What follows belongs to an exercise in optimizing a design on an open flow for small area, a short achievable clock period and few clock cycles; a production flow would make more cautious choices.
At most, simulation tests tie the RTL to the original design; equivalence was not proved.
The RTL of runs 3 to 5, 7 and 8 was laid out without a check of its function.
No activity file was given, so power comes from the tool's default toggle rates.

===== flow/flow/run.sh =====
#!/bin/bash
set -euo pipefail
export BUFFER_PORTS_ARGS="-buffer_cell sky130_fd_sc_hd__buf_1"
export SKIP_REPAIR_TIE_FANOUT=1
export CTS_ARGS="-sink_clustering_enable -repair_clock_nets -dont_use_dummy_load -buf_list sky130_fd_sc_hd__clkbuf_8"
bash standard.sh finish > orfs_make.log 2>&1

===== flow/standard.sh =====
#!/bin/bash
# synth_recipe.tcl (not shown) runs the flow's synth.tcl, then flattens the netlist and writes it again
# the make line also repeats each setting of config.mk as NAME=value (left out here)
make -C /OpenROAD-flow-scripts/flow DESIGN_CONFIG=/design/flow/config.mk WORK_HOME=/design/flow/orfs CLKGATE_MAP_FILE= SYNTH_SCRIPT=/design/flow/synth_recipe.tcl "${@:-finish}"

===== flow/config.mk =====
export PLATFORM = sky130hd
export DESIGN_NAME = axi4_mgr
export DESIGN_NICKNAME = axi4_mgr
export VERILOG_FILES = /design/flow/design.v
export SDC_FILE = /design/flow/constraint.sdc
export NUM_CORES = 4
export LEC_CHECK = 0
export CAP_MARGIN = 20
export CORE_AREA = 10 10 190 190
export CTS_BUF_LIST = sky130_fd_sc_hd__clkbuf_8
export DIE_AREA = 0 0 200 200
export SETUP_SLACK_MARGIN = 2.35
export SLEW_MARGIN = 20

===== flow/constraint.sdc =====
create_clock -name core_clock -period 4.5 [get_ports {clk_i}]
set_input_delay 0.9000 -clock core_clock [delete_from_list [all_inputs] [get_ports {clk_i}]]
set_output_delay 0.9000 -clock core_clock [all_outputs]
set_load 0.01 [all_outputs]

===== flow/design.v =====
module axi4_mgr # (
  parameter unsigned AXI4_ADDR_WIDTH    = 32,
  parameter unsigned AXI4_DATA_WIDTH    = 64,
  parameter unsigned AXI_XSIZE         = (AXI4_DATA_WIDTH / 8),
  parameter unsigned DATA_COUNT_WIDTH  =  8
) (
  input  logic                         clk_i,
  input  logic                         rstn_i,
  input  logic [                2-1:0] req_i,
  input  logic [  AXI4_ADDR_WIDTH-1:0] axi_wr_addr_i,
  input  logic [  AXI4_ADDR_WIDTH-1:0] axi_rd_addr_i,
  input  logic                         wr_fifo_gnt_i,
  input  logic                         rd_fifo_req_i,
  input  logic [  AXI4_DATA_WIDTH-1:0] wr_fifo_data_i,
  input  logic [ DATA_COUNT_WIDTH-1:0] wr_data_count_i,
  input  logic [ DATA_COUNT_WIDTH-1:0] rd_data_count_i,
  output logic [                2-1:0] busy_o,    
  output logic [                2-1:0] wr_err_o,  
  output logic [                2-1:0] rd_err_o,  
  output logic                         wr_fifo_req_o,
  output logic                         rd_fifo_gnt_o,
  output logic [  AXI4_DATA_WIDTH-1:0] rd_fifo_data_o,
  output logic [  AXI4_ADDR_WIDTH-1:0] m_axi_aw_addr,
  output logic [                8-1:0] m_axi_aw_len,
  output logic [                3-1:0] m_axi_aw_size,
  output logic [                2-1:0] m_axi_aw_burst,
  output logic                         m_axi_aw_valid,
  input  logic                         m_axi_aw_ready,
  output logic [  AXI4_DATA_WIDTH-1:0] m_axi_w_data,
  output logic [AXI4_DATA_WIDTH/8-1:0] m_axi_w_strb,
  output logic                         m_axi_w_last,
  output logic                         m_axi_w_valid,
  input  logic                         m_axi_w_ready,
  input  logic [                2-1:0] m_axi_b_resp,
  input  logic                         m_axi_b_valid,
  output logic                         m_axi_b_ready,
  output logic [  AXI4_ADDR_WIDTH-1:0] m_axi_ar_addr,
  output logic [                8-1:0] m_axi_ar_len,
  output logic [                3-1:0] m_axi_ar_size,
  output logic [                2-1:0] m_axi_ar_burst,
  output logic                         m_axi_ar_valid,
  input  logic                         m_axi_ar_ready,
  input  logic [  AXI4_DATA_WIDTH-1:0] m_axi_r_data,
  input  logic [                2-1:0] m_axi_r_resp,
  input  logic                         m_axi_r_last,
  input  logic                         m_axi_r_valid,
  output logic                         m_axi_r_ready
);
  localparam int AW = AXI4_ADDR_WIDTH;
  logic          busy_wr_r, aw_valid_r, w_valid_r;
  logic [AW-1:3] aw_addr_r;
  logic [   7:0] aw_len_r;      
  logic [   1:0] wr_err_r;
  logic          w_last_r;      
  logic          busy_rd_r, ar_valid_r;
  logic [AW-1:3] ar_addr_r;
  logic [   7:0] ar_len_r;
  logic [   1:0] rd_err_r;
  logic wr_start, rd_start, w_hs, r_hs;
  assign wr_start = req_i[0] & ~busy_wr_r & (wr_data_count_i != '0);
  assign rd_start = req_i[1] & ~busy_rd_r & (rd_data_count_i != '0);
  assign w_hs     = w_valid_r & m_axi_w_ready;
  assign r_hs     = m_axi_r_valid & rd_fifo_req_i;
  assign busy_o         = {busy_rd_r, busy_wr_r};
  assign wr_err_o       = wr_err_r;
  assign rd_err_o       = rd_err_r;
  assign m_axi_aw_addr  = {aw_addr_r, 3'b000};
  assign m_axi_aw_len   = aw_len_r;
  assign m_axi_aw_size  = $clog2(AXI_XSIZE);
  assign m_axi_aw_burst = 2'b01;
  assign m_axi_aw_valid = aw_valid_r;
  assign m_axi_w_data   = wr_fifo_data_i;
  assign m_axi_w_strb   = '1;
  assign m_axi_w_last   = w_last_r;
  assign m_axi_w_valid  = w_valid_r;
  assign wr_fifo_req_o  = w_hs;
  assign m_axi_b_ready  = 1'b1;
  assign m_axi_ar_addr  = {ar_addr_r, 3'b000};
  assign m_axi_ar_len   = ar_len_r;
  assign m_axi_ar_size  = $clog2(AXI_XSIZE);
  assign m_axi_ar_burst = 2'b01;
  assign m_axi_ar_valid = ar_valid_r;
  assign m_axi_r_ready  = rd_fifo_req_i;
  assign rd_fifo_gnt_o  = r_hs;
  assign rd_fifo_data_o = m_axi_r_data;
  always_ff @(posedge clk_i or negedge rstn_i) begin
    if (~rstn_i) begin
      busy_wr_r  <= 1'b0;
      aw_valid_r <= 1'b0;
      w_valid_r  <= 1'b0;
    end else begin
      if (wr_start) begin
        busy_wr_r  <= 1'b1;
        aw_valid_r <= 1'b1;
      end else if (aw_valid_r) begin
        if (m_axi_aw_ready) begin
          aw_valid_r <= 1'b0;
          w_valid_r  <= 1'b1;
        end
      end else if (w_valid_r) begin
        if (m_axi_w_ready && aw_len_r == '0) w_valid_r <= 1'b0;
      end else if (m_axi_b_valid) begin
        busy_wr_r <= 1'b0;
      end
    end
  end
  logic [7:0] wcnt_m, wcnt_n;
  logic       wcnt_d;
  assign wcnt_m = busy_wr_r ? aw_len_r : wr_data_count_i;
  assign wcnt_d = ~busy_wr_r | w_hs;
  assign wcnt_n = wcnt_m - {7'd0, wcnt_d};
  always_ff @(posedge clk_i) begin
    if (~busy_wr_r) aw_addr_r <= axi_wr_addr_i[AW-1:3];
    aw_len_r <= wcnt_n;
    if (wcnt_d) w_last_r <= (wcnt_m == 8'd1);
  end
  always_ff @(posedge clk_i or negedge rstn_i) begin
    if (~rstn_i) begin
      busy_rd_r  <= 1'b0;
      ar_valid_r <= 1'b0;
    end else begin
      if (rd_start) begin
        busy_rd_r  <= 1'b1;
        ar_valid_r <= 1'b1;
      end else if (ar_valid_r) begin
        if (m_axi_ar_ready) ar_valid_r <= 1'b0;
      end else if (r_hs && m_axi_r_last) begin
        busy_rd_r <= 1'b0;
      end
    end
  end
  always_ff @(posedge clk_i) begin
    if (~busy_rd_r) begin
      ar_addr_r <= axi_rd_addr_i[AW-1:3];
      ar_len_r  <= rd_data_count_i - 8'd1;
    end
  end
  always_ff @(posedge clk_i or negedge rstn_i) begin
    if (~rstn_i) begin
      wr_err_r <= '0;
      rd_err_r <= '0;
    end else begin
      if (~busy_wr_r & req_i[0])   wr_err_r <= '0;
      else if (m_axi_b_resp != '0) wr_err_r <= m_axi_b_resp;
      if (~busy_rd_r & req_i[1])   rd_err_r <= '0;
      else if (m_axi_r_resp != '0) rd_err_r <= m_axi_r_resp;
    end
  end
endmodule

==> results.yml, run 1 <==
run_status:
  run_status: "finished clean"
floorplanning:
  dieWidth_um: 200
  io_pins: 464
  core_sq_um: 31800
  row_count: 65
  dieHeight_um: 200
  die_area_sq_um: 40000
  initial_core_util_pct: 13.32
sta:
  max_slew_margin_pct: 54.58
  setup_viol: 0
  skew_ns: 0.01998
  timing.final.ws_setup_ns: 2.344
  fin_setup_tns_ns: 0
  max_freq_mhz: 463.8
  finalCritPeriodShare_pct: 47.91
  worst_pin_slew_ns: 0.6813
  period_needed_ns: 2.156
  rsz0062_at_grt: "true"
  slew_violations: 0
  final_hold_viol_count: 0
setup_path:
  reg2reg_slack_ns: 2.61
  reg2reg_depth: 6
  path_max_fanout: 2
  endpoint_kind: "output port"
  crit_required_ns: 3.60
  startpoint_type: "input pin"
  crit_arrival_ns: 1.26
  reg2reg_from: "busy_wr_r$_DFFE_PN0P_"
  path_class: "in -> out"
  r2r-end: "aw_len_r[4]$_DFF_P_"
clock_tree:
  numClockSinks: 84
  cts_buffers: 9
  clockBufferDepth: 2
  cts_tree: "done"
  path_clk_slew_ns: 0.07
  htreeDepth: 3
  cts_root_buf: "clkbuf_8"
  hold_buffers: 0
  clkLatencyLatePin_ns: 0.35
yosys:
  synth.net_count: 564
  synth_area_leaders: "edfxtp_1 48%, buf_4 28%, dfrtp_1 5.3%"
  synth-main-ff-cell: "edfxtp_1"
  yosysTopAreaCell: "edfxtp_1"
  synthCells: 335
  async_flop_share_pct: 10.71
  yosysTopAreaCellShare_pct: 47.50
  synth_edf_count: 67
  yosys_warnings: 1
  synth.distinct_cells: 33
  synth_seq_cells: 84
  synth.avg_cell_area_sq_um: 12.64
  ys_seq_area_share_pct: 56.60
  netlist_area_sq_um: 4235
placed_design:
  dpl.hpwl_mm: 13.68
  portBuffers: 175
  gp_congestion: 0.7948
  dpl-instance-area_sq_um: 4260
  dp.cells: 788
  place_ws_ns: 2.098
cells_and_area:
  design_area_sq_um: 4434
  diodes: 0
  final_common_cell: "buf_1"
  nets: 594
  layout_common_cells: "171 x buf_1, 67 x edfxtp_1, 13 x inv_1, 10 x xor2_1, 9 x clkbuf_8"
  n_fill_cell: 3562
  layout-drive-gt1-share_pct: 7.163
  multi_input_area_sq_um: 606.8
  instances_no_fill: 798
  fin_util_pct: 13.94
  area_delta_synth_final_pct: 4.697
  seqCellArea_sq_um: 2401
power:
  intPower_mw: 1.571
  p_switching_uw: 883.4
  power_frac_seq_pct: 52.9
  ir_drop_mv: 0.1393
  p_per_area_nw_per_um2: 553.5
  swShare_pct: 35.99
  clkPwrFrac_pct: 17.3
  p_leak_nw: 1.413
  power_frac_comb_pct: 29.8
min_path:
  holdPathStages: 2
  hp-start: "rd_err_r[0]$_DFFE_PN0P_"
  min_path_type: "reg -> reg"
  holdPathEnd: "rd_err_r[0]$_DFFE_PN0P_"
global_route:
  grt_usage_pct: 7.013
  overflow: 0
  grt_max_degree: 31
  grt_pass1_vias: 2405
  grt_pass1_wl_mm: 19.13
  antenna_found_initial: 0
drt:
  vias: 2392
  wl_mm: 15.60
  drt_iter0_markers: 91
  routedWlPerCell_um: 19.55
  drc: 0
  detail_route.vias_per_cell: 2.997
  drt-pass1-iter-count: 4
  ant_nets: 0
run:
  maxCapViolations: 0
-- layer usage --
metal | vias up | GRT usage [%] | wire length, um
met4 | 2 | 3.954 | 569
met3 | 47 | 5.710 | 3312
met5 | - | 1.274 | 66
met1 | 1034 | 4.565 | 3795
met2 | 293 | 12.96 | 7859
li1 | 1016 | - | -
-- synth_stat cells (5+ instances only) --
master / number
xor2_1: 10
dfrtp_1: 9
mux2i_1: 8
o21ai_0: 5
a21oi_1: 6
ha_1: 5
dfxtp_1: 8
inv_1: 14
nor2_1: 6
buf_4: 157
edfxtp_1: 67
-- worst max-delay path: stages --
cell	delay [ns]
buf_6	0.09
and2_4	0.15
buf_6	0.11
-- how the worst max path moves through the flow --
| stage | start | endpoint | slack [ns] | cells after the start |
|---|---|---|---|---|
| after floorplan | m_axi_w_ready | aw_len_r[4]$_DFF_P_ | 2.41 | 7 |
| after global placement | m_axi_w_ready | aw_len_r[4]$_DFF_P_ | 2.15 | 8 |
| after detailed placement | m_axi_w_ready | aw_len_r[4]$_DFF_P_ | 2.10 | 8 |
| after CTS | busy_wr_r$_DFFE_PN0P_ | busy_o[0] | 2.35 | 1 |
| after global routing | rd_fifo_req_i | rd_fifo_gnt_o | 2.34 | 3 |
| final | rd_fifo_req_i | rd_fifo_gnt_o | 2.34 | 3 |
-- flip-flops by register name (all words and copies together), names as in the netlist --
name,cells
rd_err_r,2
ar_addr_r,29
aw_len_r,8
wr_err_r,2
busy_wr_r,1
w_last_r,1
w_valid_r,1
ar_valid_r,1
ar_len_r,8
busy_rd_r,1
aw_addr_r,29
aw_valid_r,1
-- cells by family after synthesis --
group	after synthesis	share of synthesized area (%)
buf+inv	172	29.19
flops	84	56.60
simple gates	36	5.672
compound gates	15	2.304
xor+xnor	13	2.688
mux	8	1.891
fa+ha+maj	5	1.477
other cells	2	0.1773
-- repair_timing --
item	in CTS	in global routing
gates resized for setup	8	5
hold endpoints to repair	0	0
setup buffers	0	1
pin swaps	0	1
setup endpoints to repair	5	33
-- cell type report --
cell class                      count  share of cell area [%]
Multi-Input combinational cell     79                   13.69
Timing Repair Buffer              177                   15.83
Tap cell                          435                   12.27
Inverter                           14                   1.270
Clock buffer                        9                   2.793
Sequential cell                    84                   54.15
-- metrics by stage --
step                total power [mW]  hold slack [ns]
finish                         2.455           0.5233
global route                   2.628           0.5705
CTS                            2.514           0.5271
detailed placement             2.071           0.5107
global placement               2.052           0.5077
floorplan                      1.847           0.5366
-- power groups by stage --
stage                     registers, mW  logic, mW  clock network, mW
after floorplan                    1.39      0.457                  0
after global placement             1.31      0.743                  0
after detailed placement           1.32      0.752                  0
after CTS                          1.30      0.760              0.451
after global routing               1.33      0.821              0.476
final                              1.30      0.732              0.425
Testbench counts, summed over its fixed seeds: cycles 38,180.
==> run 2, diff against run 1 <==
--- a/flow/config.mk
+++ b/flow/config.mk
@@ -11,3 +11,3 @@
 export DIE_AREA = 0 0 200 200
-export SETUP_SLACK_MARGIN = 2.35
+export SETUP_SLACK_MARGIN = 2.4
 export SLEW_MARGIN = 20
==> run 2 against run 1 <==
Global-route usage about the same. Cell count is 0.63% higher. Synthesized area stayed put. First-iteration DRC count rose by 21%. Power rose by 1.4%. Largest power group unchanged.
==> results.yml, run 2 <==
drt:
  ant_nets: 0
  drt-pass1-iter-count: 4
  detail_route.vias_per_cell: 2.998
  wl_mm: 15.61
  drc: 0
  routedWlPerCell_um: 19.44
  drt_iter0_markers: 110
  vias: 2407
sta:
  finalCritPeriodShare_pct: 47.89
  max_freq_mhz: 464.0
  period_needed_ns: 2.155
  final_hold_viol_count: 0
  timing.final.ws_setup_ns: 2.345
  max_slew_margin_pct: 54.48
  rsz0062_at_grt: "true"
  slew_violations: 0
  setup_viol: 0
  fin_setup_tns_ns: 0
  skew_ns: 0.01937
  worst_pin_slew_ns: 0.6828
cells_and_area:
  final_common_cell: "buf_1"
  layout-drive-gt1-share_pct: 8.152
  reg.largest.list: "ar_addr_r (29), aw_addr_r (29)"
  design_area_sq_um: 4476
  area_delta_synth_final_pct: 5.672
  instances_no_fill: 803
  diodes: 0
  nets: 599
  layout_common_cells: "171 x buf_1, 67 x edfxtp_1, 14 x inv_1, 10 x xor2_1, 9 x clkbuf_8"
yosys:
  yosysTopAreaCellShare_pct: 47.50
  synth_seq_cells: 84
  async_flop_share_pct: 10.71
  synth.distinct_cells: 33
  post-synth-top-count-cell: "buf_4"
  synth_edf_count: 67
  netlist_area_sq_um: 4235
  synthCells: 335
  synth-main-ff-cell: "edfxtp_1"
  synth.avg_cell_area_sq_um: 12.64
  synth.net_count: 564
  synthTopCellsByCount: "157 x buf_4, 67 x edfxtp_1, 14 x inv_1"
  ys_seq_area_share_pct: 56.60
  yosysTopAreaCell: "edfxtp_1"
  yosys_warnings: 1
  synth_area_leaders: "edfxtp_1 48%, buf_4 28%, dfrtp_1 5.3%"
power:
  p_per_area_nw_per_um2: 556.3
  p_leak_nw: 1.445
  ir_drop_mv: 0.1808
floorplanning:
  core_sq_um: 31800
  dieHeight_um: 200
  die_area_sq_um: 40000
  dieWidth_um: 200
  io_pins: 464
  initial_core_util_pct: 13.32
  row_count: 65
clock_tree:
  cts_buffers: 9
  path_clk_slew_ns: 0.07
  htreeDepth: 3
  clockBufferDepth: 2
  numClockSinks: 84
  hold_buffers: 0
  cts_tree: "done"
  clkLatencyLatePin_ns: 0.35
  cts_root_buf: "clkbuf_8"
placed_design:
  dpl.hpwl_mm: 13.68
  gp_congestion: 0.7948
  dpl-instance-area_sq_um: 4260
  portBuffers: 175
  place_ws_ns: 2.098
  dp.cells: 788
setup_path:
  crit_arrival_ns: 1.26
  path_max_fanout: 2
  endpoint_kind: "output port"
  path_class: "in -> out"
  crit_required_ns: 3.60
  startpoint_type: "input pin"
min_path:
  min_path_type: "reg -> reg"
global_route:
  overflow: 0
  grt_pass1_wl_mm: 19.14
  antenna_found_initial: 0
  grt_usage_pct: 7.017
  grt_pass1_vias: 2406
  grt_max_degree: 31
run:
  maxCapViolations: 0
run_status:
  run_status: "finished clean"
-- run 2: changes by cell type in the layout (fill, tap and decap cells not counted), sizes merged --
cell,delta
inv,+1
buf,+5
clkinvlp,-1
-- run 2: cell families (layout without fill, tap and decap cells) --
family	Yosys count	after routing	share of synthesized area [%]
AND/OR/NAND/NOR	36	36	5.672
adder cells (fa/ha/maj)	5	5	1.477
XOR/XNOR	13	13	2.688
AO/OA/AOI/OAI	15	15	2.304
multiplexers	8	8	1.891
buffers and inverters	172	205	29.19
other	2	2	0.1773
flip-flops	84	84	56.60
-- run 2: routing by layer --
layer  GRT usage, %  wire (um)
met5          1.274         66
met3          5.710       3352
met1          4.575       3751
met2          12.96       7866
met4          3.954        573
-- run 2: per-stage QoR --
| step | hold slack [ns] | total power, mW | utilization [%] |
|---|---|---|---|
| floorplan | 0.5366 | 1.847 | - |
| detailed placement | 0.5107 | 2.071 | 13.40 |
| CTS | 0.5271 | 2.516 | 13.91 |
| finish | 0.5233 | 2.490 | 14.07 |
| global route | 0.5705 | 2.665 | 14.07 |
| global placement | 0.5077 | 2.052 | 13.40 |
-- run 2: final cells by class --
type	instances	area [sq um]
fill	3560	27320
sequential	84	2401
timing repair buffer	182	747.0
multi-input combinational	79	606.8
tap	435	544.3
clock buffer	9	123.9
inverter	14	52.55
-- run 2: path summary, 6_finish.rpt --
path                                    startpoint                 endpoint  slack (ns)  depth (start not counted)
setup / recovery                     rd_fifo_req_i            rd_fifo_gnt_o        2.34                          3
hold / removal             rd_err_r[0]$_DFFE_PN0P_  rd_err_r[0]$_DFFE_PN0P_        0.52                          2
setup reg to reg             busy_wr_r$_DFFE_PN0P_      aw_len_r[4]$_DFF_P_        2.72                          6
hold reg to reg            rd_err_r[0]$_DFFE_PN0P_  rd_err_r[0]$_DFFE_PN0P_        0.52                          2
max in group asynchronous                   rstn_i    busy_wr_r$_DFFE_PN0P_        3.44                          1
min in group asynchronous                   rstn_i    busy_rd_r$_DFFE_PN0P_        0.56                          1
-- run 2: power breakdown --
group	internal [mW]	switching, mW	total (mW)
Clock	0.179	0.244	0.423
Sequential	1.16	0.124	1.28
Combinational	0.265	0.521	0.786
Total	1.60	0.888	2.49
-- run 2: critical path, cell delays in order --
cell and delay, ns:
buf_6 0.09, and2_4 0.15, buf_6 0.11
-- run 2: timing repair --
item,4_1_cts,5_1_grt
setup buffers,1,4
endpoints found under the setup margin,13,3
pin swaps,0,1
gates resized for setup,10,2
==> run 3, diff against run 2 <==
--- a/flow/design.v
+++ b/flow/design.v
@@ -100,3 +100,3 @@
       end else if (w_valid_r) begin
-        if (m_axi_w_ready && aw_len_r == '0) w_valid_r <= 1'b0;
+        if (m_axi_w_ready && w_last_r) w_valid_r <= 1'b0;
       end else if (m_axi_b_valid) begin
--- a/flow/config.mk
+++ b/flow/config.mk
@@ -11,3 +11,3 @@
 export DIE_AREA = 0 0 200 200
-export SETUP_SLACK_MARGIN = 2.4
+export SETUP_SLACK_MARGIN = 2.3
 export SLEW_MARGIN = 20
==> run 3 against run 2 <==
Still clean. Flip-flop and latch count did not move. Global-route usage down 0.50 points. Non-clock buffer count decreased by 6. Design area is 1.4% lower. Sequential share of layout area is 0.76 points higher. Hold slack got worse by 0.0056 ns. Clock-buffer cell count is the same. Clock power is 3% lower. Critical path depth unchanged. Combinational power shrank 9.5%. Core utilization shrank 0.20 points. Largest cell class unchanged.
==> results.yml, run 3 <==
global_route:
  grt_pass1_wl_mm: 17.83
  overflow: 0
  grt_pass1_vias: 2330
  antenna_found_initial: 0
  grt_max_degree: 30
  grt_usage_pct: 6.521
placed_design:
  dpl.hpwl_mm: 12.84
  gp_congestion: 0.7930
  place_ws_ns: 2.090
  portBuffers: 175
clock_tree:
  cts_root_buf: "clkbuf_8"
  cts_tree: "done"
  numClockSinks: 84
  clkLatencyLatePin_ns: 0.36
  path_clk_slew_ns: 0.07
  clockBufferDepth: 2
  htreeDepth: 3
  cts_buffers: 9
  hold_buffers: 0
yosys:
  synth_fa_ha_area_share_pct: 1.477
  synth_top_family_by_area: "buffers and inverters"
  synth.distinct_cells: 35
  yosysTopAreaCellShare_pct: 47.50
  synth_compound_area_share_pct: 2.216
  synth-main-ff-cell: "edfxtp_1"
  synth-simple-area-share_pct: 5.938
  synth_xor_area_share_pct: 2.688
  post-synth-top-count-cell: "buf_4"
  synth_seq_cells: 84
  synth.avg_cell_area_sq_um: 12.61
  async_flop_share_pct: 10.71
  synth.net_count: 565
  yosysTopAreaCell: "edfxtp_1"
  synthCells: 336
  yosys_warnings: 1
  synth_area_leaders: "edfxtp_1 48%, buf_4 28%, dfrtp_1 5.3%"
  ys_seq_area_share_pct: 56.60
  synth.area.mux_share_pct: 1.891
  synthTopCellsByCount: "156 x buf_4, 67 x edfxtp_1, 11 x inv_1"
  netlist_area_sq_um: 4235
  synth_edf_count: 67
setup_path:
  cp_slowest_cell: "and2_4"
  cpLargestDelayFamily: "buffers and inverters"
  endpoint_kind: "output port"
  path_max_fanout: 2
  crit_chain: "buf_1, and2_4, buf_6"
  cp_slowest_stage_delay_ns: 0.17
  path_buf_inv: 2
  path_class: "in -> out"
  crit_required_ns: 3.60
  startpoint_type: "input pin"
  crit_arrival_ns: 1.27
floorplanning:
  dieHeight_um: 200
  row_count: 65
  io_pins: 464
  dieWidth_um: 200
  core_sq_um: 31800
  die_area_sq_um: 40000
  initial_core_util_pct: 13.32
min_path:
  min_path_type: "reg -> reg"
power:
  p_leak_nw: 1.393
  ir_drop_mv: 0.1336
  p_per_area_nw_per_um2: 547.3
sta:
  setup_viol: 0
  hold-worst-slack_ns: 0.5177
  finalCritPeriodShare_pct: 48.24
  timing.final.ws_setup_ns: 2.329
  final_hold_viol_count: 0
  fin_setup_tns_ns: 0
  max_freq_mhz: 460.7
  rsz0062_at_grt: "false"
  period_needed_ns: 2.171
  slew_violations: 0
  skew_ns: 0.02507
  worst_pin_slew_ns: 0.8667
  max_slew_margin_pct: 42.22
run_status:
  run_status: "finished clean"
cells_and_area:
  n_fill_cell: 3576
  nets: 595
  reg.largest.list: "ar_addr_r (29), aw_addr_r (29)"
  layout_common_cells: "173 x buf_1, 67 x edfxtp_1, 10 x inv_1, 9 x nor2_1, 9 x clkbuf_8"
  layout-drive-gt1-share_pct: 5.769
  final_common_cell: "buf_1"
  area_delta_synth_final_pct: 4.195
  diodes: 0
drt:
  ant_nets: 0
  drt_iter0_markers: 82
  vias: 2368
  detail_route.vias_per_cell: 2.964
  wl_mm: 14.78
  drc: 0
  drt-pass1-iter-count: 4
  routedWlPerCell_um: 18.49
run:
  maxCapViolations: 0
[run 3: changes by cell type in the layout (fill, tap and decap cells not counted), moves of 3 or more]
cell and delta:
inv_1 -4, nor2_1 +3, nand2_1 +6, buf_4 -5
[run 3: metrics by stage]
| stage | utilization [%] | cell area, sq um | power (mW) | std cells |
|---|---|---|---|---|
| after floorplan | - | 4235 | 1.833 | 336 |
| after global placement | 13.39 | 4257 | 2.025 | 789 |
| after detailed placement | 13.39 | 4257 | 2.033 | 789 |
| after CTS | 13.84 | 4400 | 2.477 | 799 |
| after global routing | 13.88 | 4413 | 2.572 | 799 |
| final | 13.88 | 4413 | 2.415 | 799 |
[run 3: power breakdown]
| group | internal, mW | switching (mW) | total [mW] |
|---|---|---|---|
| registers | 1.15 | 0.142 | 1.29 |
| logic | 0.229 | 0.482 | 0.711 |
| clock network | 0.179 | 0.230 | 0.409 |
[run 3: final timing paths]
| kind | cells after the start | endpoint | slack (ns) | from |
|---|---|---|---|---|
| worst max-delay path | 3 | rd_fifo_gnt_o | 2.33 | rd_fifo_req_i |
| worst min-delay path | 2 | wr_err_r[0]$_DFFE_PN0P_ | 0.52 | wr_err_r[0]$_DFFE_PN0P_ |
| worst max register to register | 6 | aw_len_r[4]$_DFF_P_ | 2.64 | busy_wr_r$_DFFE_PN0P_ |
| worst min register to register | 2 | wr_err_r[0]$_DFFE_PN0P_ | 0.52 | wr_err_r[0]$_DFFE_PN0P_ |
| max in group asynchronous | 1 | busy_wr_r$_DFFE_PN0P_ | 3.23 | rstn_i |
| min in group asynchronous | 1 | ar_valid_r$_DFF_PN0_ | 0.62 | rstn_i |
[run 3: cell families after synthesis]
kind of cell             after synthesis
AO/OA/AOI/OAI                         16
XOR/XNOR                              13
adder cells (fa/ha/maj)                5
buffers and inverters                169
flip-flops                            84
multiplexers                           8
other                                  2
AND/OR/NAND/NOR                       39
[run 3: worst min-delay path, stage by stage, from the launching register on]
cell and delay [ns]:
dfrtp_1 0.34, a21oi_1 0.06, nor2_1 0.07
[run 3: layout make-up]
cell class / instances / area, sq um / area share (%)
Multi-Input combinational cell: 83 / 614.3 / 13.92
Timing Repair inverter: 1 / 5.005 / 0.1134
Clock buffer: 9 / 123.9 / 2.807
Sequential cell: 84 / 2401 / 54.41
Inverter: 11 / 45.04 / 1.021
Timing Repair Buffer: 176 / 679.4 / 15.40
Tap cell: 435 / 544.3 / 12.33
[run 3: timing repair]
action                     CTS  global route
setup endpoints to repair    4             2
pin swaps                    0             1
gates cloned                 1             0
gates resized for setup      8             2
buffers inserted             0             0
[run 3: layer usage]
layer  vias to the layer above  routed length [um]  global-route usage, %
met5                         -                   0                      0
met4                         0                 636                  4.375
met3                        63                3262                  5.660
met2                       265                7381                  11.72
met1                      1025                3495                  4.142
li1                       1015                   -                      -
==> run 4, diff against run 3 <==
--- a/flow/config.mk
+++ b/flow/config.mk
@@ -8,5 +8,5 @@
 export CAP_MARGIN = 20
-export CORE_AREA = 10 10 190 190
+export CORE_AREA = 5 5 155 155
 export CTS_BUF_LIST = sky130_fd_sc_hd__clkbuf_8
-export DIE_AREA = 0 0 200 200
+export DIE_AREA = 0 0 160 160
 export SETUP_SLACK_MARGIN = 2.3
==> run 4 against run 3 <==
First-iteration DRC count rose by 70%. Global-route usage up 4.0 points. Non-clock buffer count up 1. Critical path depth is the same. Clock-buffer cell count stayed put. Sequential share of layout area rose by 2.5 points. Die area decreased by 36%. Design area shrank 4.5%. Clock skew grew 0.012 ns.
==> results.yml, run 4 <==
cells_and_area:
  nets: 596
  final_common_cell: "buf_1"
  design_area_sq_um: 4217
  layout-drive-gt1-share_pct: 6.575
  fin_util_pct: 19.20
  reg.largest.list: "ar_addr_r (29), aw_addr_r (29)"
  area_delta_synth_final_pct: -0.4432
  diodes: 0
  n_fill_cell: 2415
  layout_common_cells: "171 x buf_1, 67 x edfxtp_1, 10 x inv_1, 9 x nor2_1, 9 x clkbuf_8"
clock_tree:
  htreeDepth: 3
  clockBufferDepth: 2
  path_clk_slew_ns: 0.07
  clkLatencyLatePin_ns: 0.35
  cts_root_buf: "clkbuf_8"
  cts_buffers: 9
  numClockSinks: 84
  cts_tree: "done"
setup_path:
  setup.worst_path.start: "rd_fifo_req_i"
  cp_slowest_cell: "and2_4"
  crit_chain: "buf_2, and2_4, buf_2"
  reg2reg_slack_ns: 2.62
  cpLargestDelayFamily: "buffers and inverters"
  reg2reg_from: "w_valid_r$_DFFE_PN0P_"
  cp_slowest_stage_delay_ns: 0.13
  crit_arrival_ns: 1.28
  crit_required_ns: 3.60
  path_class: "in -> out"
  endpoint_kind: "output port"
  reg2reg_depth: 8
  r2r-end: "aw_len_r[4]$_DFF_P_"
  path_buf_inv: 2
  crit_path_end: "rd_fifo_gnt_o"
  path_max_fanout: 2
  cp_common_cell: "buf_2"
  startpoint_type: "input pin"
  cp_num_cells: 3
drt:
  routedWlPerCell_um: 22.26
  drt_iter0_markers: 139
  drc: 0
  detail_route.vias_per_cell: 3.636
  vias: 2345
  wl_mm: 14.36
  ant_nets: 0
  drt-pass1-iter-count: 4
power:
  ir_drop_mv: 0.1502
  power_frac_seq_pct: 53.8
  intPower_mw: 1.562
  swShare_pct: 34.81
  clkPwrFrac_pct: 16.9
  p_switching_uw: 833.9
  p_per_area_nw_per_um2: 568.2
  finalPower_mw: 2.396
  power_frac_comb_pct: 29.3
  p_leak_nw: 1.401
floorplanning:
  io_pins: 464
  die_area_sq_um: 25600
  initial_core_util_pct: 19.29
  core_sq_um: 21960
  dieHeight_um: 160
  dieWidth_um: 160
  row_count: 54
sta:
  max_freq_mhz: 458.1
  rsz0062_at_grt: "false"
  period_needed_ns: 2.183
  worst_pin_slew_ns: 0.8219
  timing.final.ws_setup_ns: 2.317
  final_hold_viol_count: 0
  finalCritPeriodShare_pct: 48.51
  slew_violations: 0
  setup_viol: 0
  skew_ns: 0.03713
  fin_setup_tns_ns: 0
  max_slew_margin_pct: 45.20
min_path:
  min_path_type: "reg -> reg"
yosys:
  synth.avg_cell_area_sq_um: 12.61
  synth_seq_cells: 84
  synth_fa_ha_area_share_pct: 1.477
  synth.net_count: 565
  synthCells: 336
  netlist_area_sq_um: 4235
  synth_edf_count: 67
  yosysTopAreaCell: "edfxtp_1"
  yosysTopAreaCellShare_pct: 47.50
  synth_area_leaders: "edfxtp_1 48%, buf_4 28%, dfrtp_1 5.3%"
  synth.distinct_cells: 35
  yosys_warnings: 1
  synthTopCellsByCount: "156 x buf_4, 67 x edfxtp_1, 11 x inv_1"
  async_flop_share_pct: 10.71
  synth-simple-area-share_pct: 5.938
  synth-main-ff-cell: "edfxtp_1"
  synth_compound_area_share_pct: 2.216
  post-synth-top-count-cell: "buf_4"
  synth_xor_area_share_pct: 2.688
  synth.area.mux_share_pct: 1.891
  synth_top_family_by_area: "buffers and inverters"
  ys_seq_area_share_pct: 56.60
global_route:
  grt_pass1_vias: 2396
  antenna_found_initial: 0
  overflow: 0
  grt_max_degree: 28
  grt_usage_pct: 10.51
  grt_pass1_wl_mm: 19.23
run_status:
  run_status: "finished clean"
run:
  maxCapViolations: 0
placed_design:
  place_ws_ns: 2.079
  portBuffers: 175
  dpl.hpwl_mm: 12.56
  dpl-instance-area_sq_um: 4063
  gp_congestion: 0.8422
[run 4: changes by cell type in the layout (fill, tap and decap cells not counted), sizes merged]
cell,delta
clkbuf,+1
[run 4: repair_timing]
item | 4_1_cts | 5_1_grt
cloned | 1 | 0
hold buffers | 0 | 0
hold endpoints to repair | 0 | 0
setup endpoints to repair | 4 | 3
pin swaps | 0 | 0
gates resized for setup | 6 | 3
buffers inserted | 0 | 1
[run 4: worst register-to-register path: stages (launching register included)]
cell      delay (ns)
dfrtp_1         0.41
and2_4          0.17
buf_4           0.13
nand2b_1        0.18
ha_1            0.26
ha_1            0.25
nand3b_1        0.12
xor2_1          0.16
mux2i_1         0.09
[run 4: cell type report]
class	count	area, sq um	area share (%)
Tap cell	280	350.3	8.309
Timing Repair inverter	1	5.005	0.1187
Multi-Input combinational cell	83	614.3	14.57
Timing Repair Buffer	177	676.9	16.05
Clock buffer	9	123.9	2.938
Sequential cell	84	2401	56.94
Inverter	11	45.04	1.068
[run 4: per-layer routing]
layer  wire length, um  GRT usage, %  part of all wire, %  up-vias
li1                  -             -                    -     1018
met1              3545         7.482                   25     1008
met2              7291         18.75                   51      293
met3              3261         10.52                   23       24
met4               197         3.011                  1.4        2
met5                61         1.705                 0.42        -
[run 4: logic make-up after synthesis]
logic type      Yosys count
flops                    84
mux                       8
compound gates           16
fa+ha+maj                 5
xor+xnor                 13
buf+inv                 169
other cells               2
simple gates             39
[run 4: power by group through the flow]
stage	sequential, mW	clock [mW]	combinational (mW)
global placement	1.29	0	0.700
finish	1.29	0.405	0.702
floorplan	1.38	0	0.451
CTS	1.29	0.433	0.718
detailed placement	1.30	0	0.709
global route	1.32	0.460	0.783
[run 4: worst min-delay path by stage]
stage                            startpoint                       to  depth (start not counted)
finish              wr_err_r[0]$_DFFE_PN0P_  wr_err_r[0]$_DFFE_PN0P_                          2
global route        wr_err_r[0]$_DFFE_PN0P_  wr_err_r[0]$_DFFE_PN0P_                          2
CTS                 wr_err_r[0]$_DFFE_PN0P_  wr_err_r[0]$_DFFE_PN0P_                          2
detailed placement  rd_err_r[0]$_DFFE_PN0P_  rd_err_r[0]$_DFFE_PN0P_                          2
global placement    wr_err_r[0]$_DFFE_PN0P_  wr_err_r[0]$_DFFE_PN0P_                          2
floorplan             busy_rd_r$_DFFE_PN0P_  rd_err_r[0]$_DFFE_PN0P_                          2
[run 4: per-stage QoR]
step | cells | hold WS (ns)
2_1_floorplan | 336 | 0.5270
3_3_place_gp | 634 | 0.4967
3_5_place_dp | 634 | 0.5213
4_1_cts | 644 | 0.5454
5_1_grt | 645 | 0.5769
6_report | 645 | 0.5297
==> run 5, diff against run 4 <==
--- a/flow/config.mk
+++ b/flow/config.mk
@@ -8,6 +8,6 @@
 export CAP_MARGIN = 20
-export CORE_AREA = 5 5 155 155
+export CORE_AREA = 10 10 190 190
 export CTS_BUF_LIST = sky130_fd_sc_hd__clkbuf_8
-export DIE_AREA = 0 0 160 160
-export SETUP_SLACK_MARGIN = 2.3
+export DIE_AREA = 0 0 200 200
+export SETUP_SLACK_MARGIN = 2.35
 export SLEW_MARGIN = 20
==> run 5 against run 4 <==
Global-route usage down 4.0 points. Setup slack better by 0.026 ns. Synthesized area unchanged. Sequential share of layout area down 2.8 points. Hold slack worse by 0.011 ns. First-iteration DRC count down 41%. Clock power up 1%. Non-clock buffer count up 1. Critical path type unchanged.
==> results.yml, run 5 <==
run_status:
  run_status: "finished clean"
global_route:
  overflow: 0
  antenna_found_initial: 0
  grt_usage_pct: 6.528
  grt_max_degree: 30
  grt_pass1_vias: 2333
  grt_pass1_wl_mm: 17.85
yosys:
  synth.distinct_cells: 35
  synth-main-ff-cell: "edfxtp_1"
  yosysTopAreaCell: "edfxtp_1"
  yosys_warnings: 1
  async_flop_share_pct: 10.71
  netlist_area_sq_um: 4235
  synth_area_leaders: "edfxtp_1 48%, buf_4 28%, dfrtp_1 5.3%"
  ys_seq_area_share_pct: 56.60
  synthTopCellsByCount: "156 x buf_4, 67 x edfxtp_1, 11 x inv_1"
  synth.net_count: 565
  synth.avg_cell_area_sq_um: 12.61
  yosysTopAreaCellShare_pct: 47.50
  synth_seq_cells: 84
  post-synth-top-count-cell: "buf_4"
  synth_edf_count: 67
  synthCells: 336
min_path:
  hp-start: "wr_err_r[0]$_DFFE_PN0P_"
  holdPathStages: 2
  holdPathEnd: "wr_err_r[0]$_DFFE_PN0P_"
  min_path_type: "reg -> reg"
placed_design:
  gp_congestion: 0.7930
  portBuffers: 175
  place_ws_ns: 2.090
  dpl.hpwl_mm: 12.84
clock_tree:
  hold_buffers: 0
  clkLatencyLatePin_ns: 0.36
  cts_buffers: 9
  cts_root_buf: "clkbuf_8"
  cts_tree: "done"
  numClockSinks: 84
  path_clk_slew_ns: 0.07
  htreeDepth: 3
  clockBufferDepth: 2
setup_path:
  reg2reg_depth: 8
  endpoint_kind: "output port"
  path_class: "in -> out"
  path_max_fanout: 2
  startpoint_type: "input pin"
  reg2reg_slack_ns: 2.62
  crit_required_ns: 3.60
  crit_arrival_ns: 1.26
  r2r-end: "aw_len_r[4]$_DFF_P_"
  crit_chain: "buf_1, and2_4, buf_6"
  cp_slowest_cell: "and2_4"
  cp_slowest_stage_delay_ns: 0.17
  reg2reg_from: "w_valid_r$_DFFE_PN0P_"
drt:
  drt-pass1-iter-count: 4
  drt_iter0_markers: 82
  detail_route.vias_per_cell: 2.966
  ant_nets: 0
  routedWlPerCell_um: 18.53
  wl_mm: 14.84
  drc: 0
  vias: 2376
floorplanning:
  core_sq_um: 31800
  row_count: 65
  dieWidth_um: 200
  die_area_sq_um: 40000
  io_pins: 464
  initial_core_util_pct: 13.32
  dieHeight_um: 200
sta:
  period_needed_ns: 2.157
  max_slew_margin_pct: 42.75
  worst_pin_slew_ns: 0.8587
  rsz0062_at_grt: "true"
  slew_violations: 0
  skew_ns: 0.02507
  fin_setup_tns_ns: 0
  finalCritPeriodShare_pct: 47.93
  setup_viol: 0
  final_hold_viol_count: 0
  timing.final.ws_setup_ns: 2.343
  max_freq_mhz: 463.6
power:
  p_per_area_nw_per_um2: 547.1
  power_frac_comb_pct: 30.4
  power_frac_seq_pct: 52.8
  swShare_pct: 35.28
  clkPwrFrac_pct: 16.8
  p_leak_nw: 1.408
  ir_drop_mv: 0.1335
  intPower_mw: 1.570
  finalPower_mw: 2.427
  p_switching_uw: 856.2
cells_and_area:
  layout_common_cells: "172 x buf_1, 67 x edfxtp_1, 10 x inv_1, 9 x nor2_1, 9 x clkbuf_8"
  final_common_cell: "buf_1"
  nets: 597
  diodes: 0
  fin_util_pct: 13.95
  area_delta_synth_final_pct: 4.727
  reg.largest.list: "ar_addr_r (29), aw_addr_r (29)"
  layout-drive-gt1-share_pct: 6.557
  n_fill_cell: 3572
run:
  maxCapViolations: 0
==> run 5: changes by cell type in the layout (fill, tap and decap cells not counted), sizes merged <==
cell,before,now
buf,176,178
clkbuf,10,9
==> run 5: logic make-up (layout without fill, tap and decap cells) <==
logic type      Yosys count  in the layout  share of synthesized area, %
buf+inv                 169            199                         29.01
simple gates             39             39                         5.938
mux                       8              8                         1.891
flops                    84             84                         56.60
other cells               2              2                        0.1773
compound gates           16             16                         2.216
xor+xnor                 13             13                         2.688
fa+ha+maj                 5              5                         1.477
==> run 5: power by group through the flow <==
stage / clock network, mW / logic, mW / registers [mW]
global placement: 0 / 0.720 / 1.31
finish: 0.409 / 0.737 / 1.28
CTS: 0.443 / 0.741 / 1.30
global route: 0.461 / 0.816 / 1.31
floorplan: 0 / 0.451 / 1.38
detailed placement: 0 / 0.722 / 1.31
==> run 5: critical path, delay by kind of cell <==
| family | cells | cell delay, ns |
|---|---|---|
| buffers and inverters | 2 | 0.18 |
| AND/OR/NAND/NOR | 1 | 0.17 |
==> run 5: how the worst max path moves through the flow <==
stage                       start                   to  slack (ns)  cells after the start
detailed placement  m_axi_w_ready  aw_len_r[4]$_DFF_P_        2.09                      8
global route        rd_fifo_req_i        rd_fifo_gnt_o        2.31                      3
global placement    m_axi_w_ready  aw_len_r[4]$_DFF_P_        2.14                      8
CTS                 rd_fifo_req_i        rd_fifo_gnt_o        2.33                      3
floorplan           m_axi_w_ready  aw_len_r[4]$_DFF_P_        2.40                      7
finish              rd_fifo_req_i        rd_fifo_gnt_o        2.34                      3
==> run 5: area by class of cell <==
| class | count | area (sq um) | area share, % |
|---|---|---|---|
| timing repair buffer | 178 | 701.9 | 15.83 |
| multi-input combinational | 83 | 614.3 | 13.85 |
| sequential | 84 | 2401 | 54.13 |
| tap | 435 | 544.3 | 12.27 |
| clock buffer | 9 | 123.9 | 2.793 |
| inverter | 11 | 45.04 | 1.016 |
| timing repair inverter | 1 | 5.005 | 0.1128 |
==> run 5: layer usage <==
metal  GRT usage [%]  part of all wire [%]  vias to the layer above
met3           5.660                    22                       63
met2           11.74                    50                      271
met1           4.152                    24                     1020
met4           4.375                   4.3                        0
li1                -                     -                     1022
met5               0                     0                        -
==> run 5: through the flow <==
| step | instances | hold slack, ns | instance area, sq um |
|---|---|---|---|
| floorplan | 336 | 0.5270 | 4235 |
| detailed placement | 789 | 0.5155 | 4257 |
| finish | 801 | 0.5184 | 4436 |
| global placement | 789 | 0.5051 | 4257 |
| global route | 801 | 0.5792 | 4436 |
| CTS | 800 | 0.5329 | 4420 |
==> run 5: timing repair <==
action,4_1_cts,5_1_grt
buffers inserted,1,1
gates cloned,1,0
gates resized for setup,10,2
endpoints found under the setup margin,5,3
==> run 6, diff against run 5 <==
--- a/flow/design.v
+++ b/flow/design.v
@@ -100,3 +100,3 @@
       end else if (w_valid_r) begin
-        if (m_axi_w_ready && w_last_r) w_valid_r <= 1'b0;
+        if (m_axi_w_ready && aw_len_r == '0) w_valid_r <= 1'b0;
       end else if (m_axi_b_valid) begin
==> flow/flow/run.sh (replaced) <==
#!/bin/bash
set -euo pipefail
export BUFFER_PORTS_ARGS="-buffer_cell sky130_fd_sc_hd__buf_1"
export SKIP_REPAIR_TIE_FANOUT=1
export CTS_ARGS="-sink_clustering_enable -repair_clock_nets -dont_use_dummy_load -buf_list sky130_fd_sc_hd__clkbuf_4 -root_buf sky130_fd_sc_hd__clkbuf_8"
bash standard.sh finish > orfs_make.log 2>&1
--- a/flow/config.mk
+++ b/flow/config.mk
@@ -11,3 +11,3 @@
 export DIE_AREA = 0 0 200 200
-export SETUP_SLACK_MARGIN = 2.35
+export SETUP_SLACK_MARGIN = 2.3
 export SLEW_MARGIN = 20
==> run 6 against run 5 <==
Clock power up 4%. Core utilization down 0.11 points. Clock-buffer cell count unchanged. Critical endpoint is now wr_fifo_req_o. Cell count down 0.50%. Via count up 0.13%. Still clean on timing, DRC and antenna. Design area down 0.79%. First-iteration DRC count up 22%. Routed wire length up 4.8%.
==> results.yml, run 6 <==
setup_path:
  crit_arrival_ns: 1.27
  cp_slowest_cell: "and2_4"
  endpoint_kind: "output port"
  reg2reg_from: "busy_wr_r$_DFFE_PN0P_"
  reg2reg_slack_ns: 2.53
  r2r-end: "aw_len_r[4]$_DFF_P_"
  path_class: "in -> out"
  cp_slowest_stage_delay_ns: 0.17
  crit_chain: "buf_1, and2_4, buf_6"
  path_max_fanout: 2
  crit_required_ns: 3.60
  reg2reg_depth: 6
  startpoint_type: "input pin"
yosys:
  netlist_area_sq_um: 4235
  synth_area_leaders: "edfxtp_1 48%, buf_4 28%, dfrtp_1 5.3%"
  yosysTopAreaCell: "edfxtp_1"
  yosys_warnings: 1
  ys_seq_area_share_pct: 56.60
  synthCells: 335
  synth.avg_cell_area_sq_um: 12.64
  synth.distinct_cells: 33
  synth-main-ff-cell: "edfxtp_1"
  yosysTopAreaCellShare_pct: 47.50
  synth_edf_count: 67
  synth_seq_cells: 84
  async_flop_share_pct: 10.71
  post-synth-top-count-cell: "buf_4"
  synthTopCellsByCount: "157 x buf_4, 67 x edfxtp_1, 14 x inv_1"
  synth.net_count: 564
sta:
  slew_violations: 0
  rsz0062_at_grt: "true"
  hold-worst-slack_ns: 0.5233
  final_hold_viol_count: 0
  finalCritPeriodShare_pct: 48.31
  worst_pin_slew_ns: 0.6793
  setup_viol: 0
  period_needed_ns: 2.174
  skew_ns: 0.01870
  max_slew_margin_pct: 54.71
  fin_setup_tns_ns: 0
  max_freq_mhz: 460.0
floorplanning:
  core_sq_um: 31800
  dieHeight_um: 200
  io_pins: 464
  row_count: 65
  die_area_sq_um: 40000
  dieWidth_um: 200
  initial_core_util_pct: 13.32
clock_tree:
  clockBufferDepth: 2
  clkLatencyLatePin_ns: 0.35
  cts_root_buf: "clkbuf_8"
  cts_setup_buffers: 0
  htreeDepth: 3
  cts_buffers: 9
  numClockSinks: 84
  path_clk_slew_ns: 0.07
  cts_tree: "done"
cells_and_area:
  layout-drive-gt1-share_pct: 6.077
  design_area_sq_um: 4400
  area_delta_synth_final_pct: 3.900
  diodes: 0
  final_common_cell: "buf_1"
  layout_common_cells: "173 x buf_1, 67 x edfxtp_1, 13 x inv_1, 10 x xor2_1, 9 x clkbuf_8"
  nets: 593
  reg.largest.list: "ar_addr_r (29), aw_addr_r (29)"
global_route:
  overflow: 0
  antenna_found_initial: 0
  grt_max_degree: 31
  grt_pass1_wl_mm: 19.09
  grt_pass1_vias: 2398
  grt_usage_pct: 6.999
drt:
  detail_route.vias_per_cell: 2.985
  routedWlPerCell_um: 19.52
  drc: 0
  drt_iter0_markers: 100
  vias: 2379
  ant_nets: 0
  drt-pass1-iter-count: 4
  wl_mm: 15.56
power:
  p_per_area_nw_per_um2: 556.1
  ir_drop_mv: 0.1369
  p_leak_nw: 1.395
min_path:
  holdPathEnd: "rd_err_r[0]$_DFFE_PN0P_"
  holdPathStages: 2
  hp-start: "rd_err_r[0]$_DFFE_PN0P_"
  min_path_type: "reg -> reg"
placed_design:
  dpl-instance-area_sq_um: 4260
  gp_congestion: 0.7948
  dpl.hpwl_mm: 13.68
  portBuffers: 175
run:
  maxCapViolations: 0
run_status:
  run_status: "finished clean"
run 6: through the flow:
stage / power [mW] / utilization [%] / instances / setup WS (ns)
final: 2.447 / 13.84 / 797 / 2.326
after global routing: 2.623 / 13.84 / 797 / 2.288
after CTS: 2.509 / 13.80 / 797 / 2.303
after detailed placement: 2.071 / 13.40 / 788 / 2.098
after global placement: 2.052 / 13.40 / 788 / 2.146
after floorplan: 1.847 / - / 335 / 2.408
run 6: worst max path at each step:
stage	to	slack [ns]	startpoint	cells after the start
floorplan	aw_len_r[4]$_DFF_P_	2.41	m_axi_w_ready	7
global placement	aw_len_r[4]$_DFF_P_	2.15	m_axi_w_ready	8
detailed placement	aw_len_r[4]$_DFF_P_	2.10	m_axi_w_ready	8
CTS	wr_fifo_req_o	2.30	m_axi_w_ready	3
global route	busy_o[0]	2.29	busy_wr_r$_DFFE_PN0P_	1
finish	wr_fifo_req_o	2.33	m_axi_w_ready	3
run 6: cells by family after synthesis:
family / share of synthesized area (%)
other: 0.1773
and+or+nand+nor: 5.672
AOI/OAI and AO/OA: 2.304
buffers and inverters: 29.19
muxes: 1.891
adders and majority gates: 1.477
DFF: 56.60
xor gates and xnor gates: 2.688
run 6: cell type report:
| type | instances | area [sq um] |
|---|---|---|
| Tap cell | 435 | 544.3 |
| Inverter | 14 | 56.30 |
| Sequential cell | 84 | 2399 |
| Clock buffer | 9 | 123.9 |
| Fill cell | 3559 | 27400 |
| Timing Repair Buffer | 176 | 673.1 |
| Multi-Input combinational cell | 79 | 604.3 |
run 6: worst max-delay path: cells and delay by family:
kind                   cells  cell delay, ns
buffers and inverters      2            0.21
and+or+nand+nor            1            0.17
run 6: per-layer routing:
layer	GRT usage [%]	vias up	wire, um	share of wire [%]
li1	-	1013	-	-
met1	4.555	1019	3736	24
met2	12.93	298	7833	50
met3	5.710	47	3347	22
met4	3.954	2	573	3.7
met5	1.274	-	66	0.42
run 6: timing repair:
item | CTS | global route
resized for setup | 3 | 4
cloned | 0 | 0
hold buffers | 0 | 0
setup endpoints to repair | 3 | 32
run 6: where the power goes:
part	leakage, nW	switching, mW	internal, mW	total [mW]
logic	0.515	0.498	0.231	0.729
registers	0.815	0.139	1.16	1.29
clock network	0.0647	0.245	0.179	0.424
Testbench counts of run 6, summed over its fixed seeds: cycles 38,180.
==> run 7, diff against run 6 <==
--- a/flow/design.v
+++ b/flow/design.v
@@ -53,3 +53,2 @@
   logic [   1:0] wr_err_r;
-  logic          w_last_r;      
   logic          busy_rd_r, ar_valid_r;
@@ -73,3 +72,3 @@
   assign m_axi_w_strb   = '1;
-  assign m_axi_w_last   = w_last_r;
+  assign m_axi_w_last   = (aw_len_r == '0);
   assign m_axi_w_valid  = w_valid_r;
@@ -100,3 +99,3 @@
       end else if (w_valid_r) begin
-        if (m_axi_w_ready && aw_len_r == '0) w_valid_r <= 1'b0;
+        if (m_axi_w_ready && m_axi_w_last) w_valid_r <= 1'b0;
       end else if (m_axi_b_valid) begin
@@ -114,3 +113,2 @@
     aw_len_r <= wcnt_n;
-    if (wcnt_d) w_last_r <= (wcnt_m == 8'd1);
   end
==> flow/flow/run.sh (replaced) <==
#!/bin/bash
set -euo pipefail
export BUFFER_PORTS_ARGS="-buffer_cell sky130_fd_sc_hd__buf_1"
export SKIP_REPAIR_TIE_FANOUT=1
export CTS_ARGS="-sink_clustering_enable -repair_clock_nets -dont_use_dummy_load -buf_list sky130_fd_sc_hd__clkbuf_8"
bash standard.sh finish > orfs_make.log 2>&1
==> run 7 against run 6 <==
Via count up 0.13%. Design area up 0.45%. Synthesized cell count down 0.30%. First-iteration DRC count down 37%. Non-clock buffer count up 3. Synthesized area down 0.77%. Sequential power down 5%. Clock-buffer cell count unchanged. Cell count up 0.38%. Power down 6.1%. Die area unchanged. Critical endpoint is now m_axi_w_last. Highest routed layer is now met4.
==> results.yml, run 7 <==
run_status:
  run_status: "finished clean"
drt:
  routedWlPerCell_um: 20.62
  drt_iter0_markers: 63
  ant_nets: 0
  drc: 0
  vias: 2382
  drt-pass1-iter-count: 4
  wl_mm: 16.49
  detail_route.vias_per_cell: 2.978
global_route:
  grt_max_degree: 34
  grt_pass1_vias: 2383
  grt_usage_pct: 7.323
  overflow: 0
  grt_pass1_wl_mm: 19.72
  antenna_found_initial: 0
floorplanning:
  initial_core_util_pct: 13.22
  die_area_sq_um: 40000
  io_pins: 464
  dieWidth_um: 200
  dieHeight_um: 200
  row_count: 65
  core_sq_um: 31800
setup_path:
  path_max_fanout: 3
  cp_slowest_stage_delay_ns: 0.36
  crit_required_ns: 3.60
  endpoint_kind: "output port"
  reg2reg_slack_ns: 2.74
  path_class: "reg -> out"
  crit_chain: "nor4_4, and3_4, buf_6"
  startpoint_type: "flip-flop"
  crit_arrival_ns: 1.38
  cp_slowest_cell: "dfxtp_4"
sta:
  setup_viol: 0
  period_needed_ns: 2.281
  slew_violations: 0
  max_slew_margin_pct: 51.24
  skew_ns: 0.01565
  finalCritPeriodShare_pct: 50.70
  timing.final.ws_setup_ns: 2.219
  fin_setup_tns_ns: 0
  rsz0062_at_grt: "true"
  final_hold_viol_count: 0
  worst_pin_slew_ns: 0.7314
  hold-worst-slack_ns: 0.5193
  max_freq_mhz: 438.3
yosys:
  synth.area.mux_share_pct: 1.995
  synth-simple-area-share_pct: 5.478
  synth.avg_cell_area_sq_um: 12.58
  ys_seq_area_share_pct: 56.33
  synth_seq_cells: 83
  synthTopCellsByCount: "156 x buf_4, 66 x edfxtp_1, 14 x xor2_1"
  synth_fa_ha_area_share_pct: 1.489
  yosys_warnings: 1
  synth_compound_area_share_pct: 2.054
  yosysTopAreaCellShare_pct: 47.16
  synth.net_count: 563
  synth_top_family_by_area: "buffers and inverters"
  yosysTopAreaCell: "edfxtp_1"
  async_flop_share_pct: 10.84
  synthCells: 334
  synth.distinct_cells: 34
  synth_edf_count: 66
  synth_xor_area_share_pct: 3.334
  synth-main-ff-cell: "edfxtp_1"
  netlist_area_sq_um: 4203
  synth_area_leaders: "edfxtp_1 47%, buf_4 28%, dfrtp_1 5.4%"
  post-synth-top-count-cell: "buf_4"
clock_tree:
  hold_buffers: 0
  numClockSinks: 83
  clockBufferDepth: 2
  cts_root_buf: "clkbuf_8"
  cts_buffers: 9
  cts_tree: "done"
  clkLatencyLatePin_ns: 0.35
  path_clk_slew_ns: 0.08
  htreeDepth: 3
power:
  p_leak_nw: 1.402
  intPower_mw: 1.494
  p_switching_uw: 804.0
  power_frac_comb_pct: 28.5
  p_per_area_nw_per_um2: 519.8
  ir_drop_mv: 0.1231
  power_frac_seq_pct: 53.4
  clkPwrFrac_pct: 18.0
  swShare_pct: 34.99
cells_and_area:
  layout-drive-gt1-share_pct: 7.397
  layout_common_cells: "172 x buf_1, 66 x edfxtp_1, 14 x xor2_1, 13 x inv_1"
  final_common_cell: "buf_1"
  nets: 596
  reg.largest.list: "ar_addr_r (29), aw_addr_r (29)"
  design_area_sq_um: 4420
  fin_util_pct: 13.90
  diodes: 0
  area_delta_synth_final_pct: 5.180
  n_fill_cell: 3550
run:
  maxCapViolations: 0
placed_design:
  dpl.hpwl_mm: 14.65
  portBuffers: 175
  dpl-instance-area_sq_um: 4243
  place_ws_ns: 2.228
  gp_congestion: 0.7753
min_path:
  min_path_type: "reg -> reg"
run 7: cell count changes after synthesis, sizes merged, moves of 2 or more:
| cell | delta |
|---|---|
| nand3 | +5 |
| nand4b | +2 |
| nor2 | +3 |
| nor3 | -3 |
| nor3b | -2 |
| o21ai | -2 |
| or4 | -2 |
| xor2 | +4 |
run 7: per-layer routing:
layer	global-route usage (%)	routed length, um	vias to the layer above
met4	4.711	862	0
met5	0.2548	0	-
met1	4.064	3485	1022
met2	13.39	8103	286
met3	7.117	4043	51
li1	-	-	1023
run 7: path summary, 6_finish.rpt:
kind / cells past startpoint / from / to
max in group asynchronous: 1 / rstn_i / busy_wr_r$_DFFE_PN0P_
worst min-delay path: 2 / rd_err_r[0]$_DFFE_PN0P_ / rd_err_r[0]$_DFFE_PN0P_
worst max-delay path: 3 / aw_len_r[6]$_DFF_P_ / m_axi_w_last
min in group asynchronous: 1 / rstn_i / rd_err_r[1]$_DFFE_PN0P_
worst min register to register: 2 / rd_err_r[0]$_DFFE_PN0P_ / rd_err_r[0]$_DFFE_PN0P_
worst max register to register: 6 / busy_wr_r$_DFFE_PN0P_ / aw_len_r[6]$_DFF_P_
run 7: worst max-delay path: cells and delay by family, from the launching register on:
kind | cells | cell delay, ns
flops | 1 | 0.36
simple gates | 2 | 0.56
buf+inv | 1 | 0.10
run 7: kinds of logic after synthesis:
kind of cell | after synthesis
flip-flops | 83
multiplexers | 8
other | 2
AND/OR/NAND/NOR | 37
buffers and inverters | 170
adder cells (fa/ha/maj) | 5
XOR/XNOR | 16
AO/OA/AOI/OAI | 13
run 7: what timing repair did:
item	4_1_cts	5_1_grt
setup endpoints to repair	3	3
pin swaps	2	2
buffers inserted	1	1
resized for setup	7	5
run 7: area by class of cell:
cell class                      count  area [sq um]  area share [%]
Clock buffer                        9         123.9           2.802
Inverter                           13         48.80           1.104
Multi-Input combinational cell     81         633.1           14.32
Sequential cell                    83          2374           53.69
Tap cell                          435         544.3           12.31
Timing Repair Buffer              179         696.9           15.77
run 7: stage by stage:
stage	cells	total power, mW
5_1_grt	800	2.447
2_1_floorplan	334	1.716
3_3_place_gp	789	1.884
6_report	800	2.298
3_5_place_dp	789	1.894
4_1_cts	799	2.339
run 7: power groups by stage:
stage | clock, mW | combinational [mW] | sequential (mW)
after CTS | 0.445 | 0.664 | 1.23
after floorplan | 0 | 0.414 | 1.30
after global placement | 0 | 0.650 | 1.23
after global routing | 0.464 | 0.731 | 1.25
after detailed placement | 0 | 0.658 | 1.24
final | 0.414 | 0.655 | 1.23
==> run 8, diff against run 7 <==
--- a/flow/config.mk
+++ b/flow/config.mk
@@ -11,3 +11,3 @@
 export DIE_AREA = 0 0 200 200
-export SETUP_SLACK_MARGIN = 2.3
+export SETUP_SLACK_MARGIN = 2.4
 export SLEW_MARGIN = 20
==> run 8 against run 7 <==
First-iteration DRC count up 25%. Global-route usage up 0.063 points. Setup slack better by 0.039 ns. Synthesized cell count unchanged. Non-clock buffer count up 5. Sequential share of layout area down 0.73 points. Routed wire length up 0.77%. Design area up 1.4%. Cell count up 0.63%. Flip-flop and latch count unchanged. Sequential power about the same. Hold slack about the same. Largest cell class unchanged.
==> results.yml, run 8 <==
clock_tree:
  numClockSinks: 83
  htreeDepth: 3
  cts_root_buf: "clkbuf_8"
  clockBufferDepth: 2
  clkLatencyLatePin_ns: 0.35
  cts_tree: "done"
  path_clk_slew_ns: 0.08
  cts_buffers: 9
power:
  power_frac_seq_pct: 52.2
  p_per_area_nw_per_um2: 519.2
  clkPwrFrac_pct: 17.9
  power_frac_comb_pct: 30.0
  finalPower_mw: 2.327
  p_leak_nw: 1.436
  intPower_mw: 1.517
  swShare_pct: 34.81
  ir_drop_mv: 0.1219
  p_switching_uw: 809.9
global_route:
  overflow: 0
  antenna_found_initial: 0
  grt_max_degree: 34
  grt_pass1_vias: 2416
  grt_pass1_wl_mm: 19.90
  grt_usage_pct: 7.386
cells_and_area:
  seqCellArea_sq_um: 2374
  area_delta_synth_final_pct: 6.639
  fin_util_pct: 14.09
  multi_input_area_sq_um: 635.6
  n_fill_cell: 3559
  diodes: 0
  instances_no_fill: 805
  layout-drive-gt1-share_pct: 9.459
  design_area_sq_um: 4482
  nets: 601
  layout_common_cells: "170 x buf_1, 66 x edfxtp_1, 14 x xor2_1, 13 x inv_1"
  reg.largest.list: "ar_addr_r (29), aw_addr_r (29)"
  final_common_cell: "buf_1"
sta:
  period_needed_ns: 2.243
  finalCritPeriodShare_pct: 49.84
  final_hold_viol_count: 0
  setup_viol: 0
  skew_ns: 0.01737
  worst_pin_slew_ns: 0.7706
  slew_violations: 0
  rsz0062_at_grt: "true"
  fin_setup_tns_ns: 0
  max_slew_margin_pct: 48.63
  max_freq_mhz: 445.9
drt:
  detail_route.vias_per_cell: 2.976
  drt_iter0_markers: 79
  wl_mm: 16.62
  ant_nets: 0
  drt-pass1-iter-count: 4
  routedWlPerCell_um: 20.65
  vias: 2396
  drc: 0
setup_path:
  path_class: "reg -> out"
  endpoint_kind: "output port"
  path_max_fanout: 2
  startpoint_type: "flip-flop"
  crit_arrival_ns: 1.34
  crit_required_ns: 3.60
floorplanning:
  dieWidth_um: 200
  die_area_sq_um: 40000
  row_count: 65
  initial_core_util_pct: 13.22
  io_pins: 464
  dieHeight_um: 200
  core_sq_um: 31800
yosys:
  synth-main-ff-cell: "edfxtp_1"
  synth.net_count: 563
  synth_area_leaders: "edfxtp_1 47%, buf_4 28%, dfrtp_1 5.4%"
  synth.distinct_cells: 34
  yosys_warnings: 1
  netlist_area_sq_um: 4203
  async_flop_share_pct: 10.84
  synth.avg_cell_area_sq_um: 12.58
  post-synth-top-count-cell: "buf_4"
  yosysTopAreaCellShare_pct: 47.16
  ys_seq_area_share_pct: 56.33
  yosysTopAreaCell: "edfxtp_1"
  synth_seq_cells: 83
  synth_edf_count: 66
  synthCells: 334
  synthTopCellsByCount: "156 x buf_4, 66 x edfxtp_1, 14 x xor2_1"
placed_design:
  dpl-instance-area_sq_um: 4243
  dpl.hpwl_mm: 14.65
  dp.cells: 789
  portBuffers: 175
  gp_congestion: 0.7753
min_path:
  min_path_type: "reg -> reg"
run:
  maxCapViolations: 0
run_status:
  run_status: "finished clean"
## run 8: layout make-up
class / instances / area share [%]
Timing Repair Buffer: 184 / 16.86
Multi-Input combinational cell: 81 / 14.18
Tap cell: 435 / 12.14
Clock buffer: 9 / 2.764
Inverter: 13 / 1.089
Sequential cell: 83 / 52.96
## run 8: path summary, 6_finish.rpt
| path | start | endpoint | slack (ns) | cells past startpoint |
|---|---|---|---|---|
| worst min-delay path | rd_err_r[0]$_DFFE_PN0P_ | rd_err_r[0]$_DFFE_PN0P_ | 0.52 | 2 |
| worst max-delay path | aw_len_r[3]$_DFF_P_ | m_axi_w_last | 2.26 | 3 |
| worst min register to register | rd_err_r[0]$_DFFE_PN0P_ | rd_err_r[0]$_DFFE_PN0P_ | 0.52 | 2 |
| min in group asynchronous | rstn_i | rd_err_r[1]$_DFFE_PN0P_ | 0.59 | 1 |
| max in group asynchronous | rstn_i | busy_wr_r$_DFFE_PN0P_ | 3.38 | 1 |
| worst max register to register | w_valid_r$_DFFE_PN0P_ | aw_len_r[6]$_DFF_P_ | 2.70 | 8 |
## run 8: kinds of logic (layout without fill, tap and decap cells)
kind of cell / Yosys count / after routing / share of synthesized area, %
flip-flops: 83 / 83 / 56.33
XOR/XNOR: 16 / 16 / 3.334
adder cells (fa/ha/maj): 5 / 5 / 1.489
other: 2 / 2 / 0.1787
buffers and inverters: 170 / 206 / 29.15
AND/OR/NAND/NOR: 37 / 37 / 5.478
multiplexers: 8 / 8 / 1.995
AO/OA/AOI/OAI: 13 / 13 / 2.054
## run 8: power groups by stage
stage | logic (mW) | registers (mW) | clock network (mW)
after floorplan | 0.414 | 1.30 | 0
after global placement | 0.650 | 1.23 | 0
after detailed placement | 0.658 | 1.24 | 0
after CTS | 0.682 | 1.23 | 0.445
after global routing | 0.776 | 1.24 | 0.463
final | 0.697 | 1.21 | 0.416
## run 8: timing repair
action | in CTS | in global routing
setup endpoints to repair | 4 | 4
pin swaps | 2 | 1
gates resized for setup | 15 | 3
endpoints found under the hold margin | 0 | 0
hold buffers | 0 | 0
setup buffers | 3 | 4
## run 8: worst max-delay path, cell delays in order (launching register included)
cell	delay, ns
dfxtp_4	0.36
nor4_4	0.29
and3_4	0.24
buf_6	0.10
## run 8: routing by layer
layer  vias up  part of all wire (%)  global-route usage [%]  wire, um
met2       289                    49                   13.49      8185
met5         -                     0                  0.2548         0
li1       1029                     -                       -         -
met4         0                   5.2                   4.711       862
met3        51                    24                   7.117      4048
met1      1027                    21                   4.165      3525
## run 8: metrics by stage
stage,hold WS (ns),setup slack [ns]
final,0.5193,2.257
after floorplan,0.5366,2.427
after global routing,0.5687,2.201
after CTS,0.5251,2.210
after detailed placement,0.5055,2.228
after global placement,0.4999,2.237

## port drivers added, routing unchanged
Ports are ideal in the flow. The routed layouts listed here were re-timed in OpenROAD. Step 1 sets driving cells, clkbuf_16 on the clock port and buf_2 on the other inputs (assumed; they add their load-dependent delay and slew). Step 2, shift: input delay + t, output delay - t, t = (earliest + latest rising clock arrival at the registers) / 2. This alone moves slack from input paths to output paths. Three values: no drivers, after step 1, after step 2; two values: the first two.
| run | t, ns | setup slack, ns | worst setup path at the end | latest minus earliest clock arrival (ns) |
|---|---|---|---|---|
| run 1 | 0.383 | 2.344 / 2.309 / 2.180 | input to register | 0.020 / 0.021 |
| run 2 | 0.385 | 2.345 / 2.310 / 2.181 | input to register | 0.019 / 0.020 |
| run 3 | 0.388 | 2.329 / 2.299 / 2.155 | input to register | 0.034 / 0.034 |
| run 4 | 0.367 | 2.317 / 2.293 / 2.049 | input to register | 0.037 / 0.037 |
| run 5 | 0.388 | 2.343 / 2.308 / 2.042 | input to register | 0.034 / 0.034 |
| run 6 | 0.383 | 2.326 / 2.285 / 2.161 | input to register | 0.022 / 0.022 |
| run 7 | 0.377 | 2.219 / 2.186 / 2.274 | input to register | 0.017 / 0.016 |
| run 8 | 0.377 | 2.257 / 2.225 / 2.166 | input to register | 0.017 / 0.018 |
After both steps setup and hold are still met in every run listed. The setup slack of run 5, which loses most, moves by -0.035 ns with the drivers and by -0.301 ns with both steps.
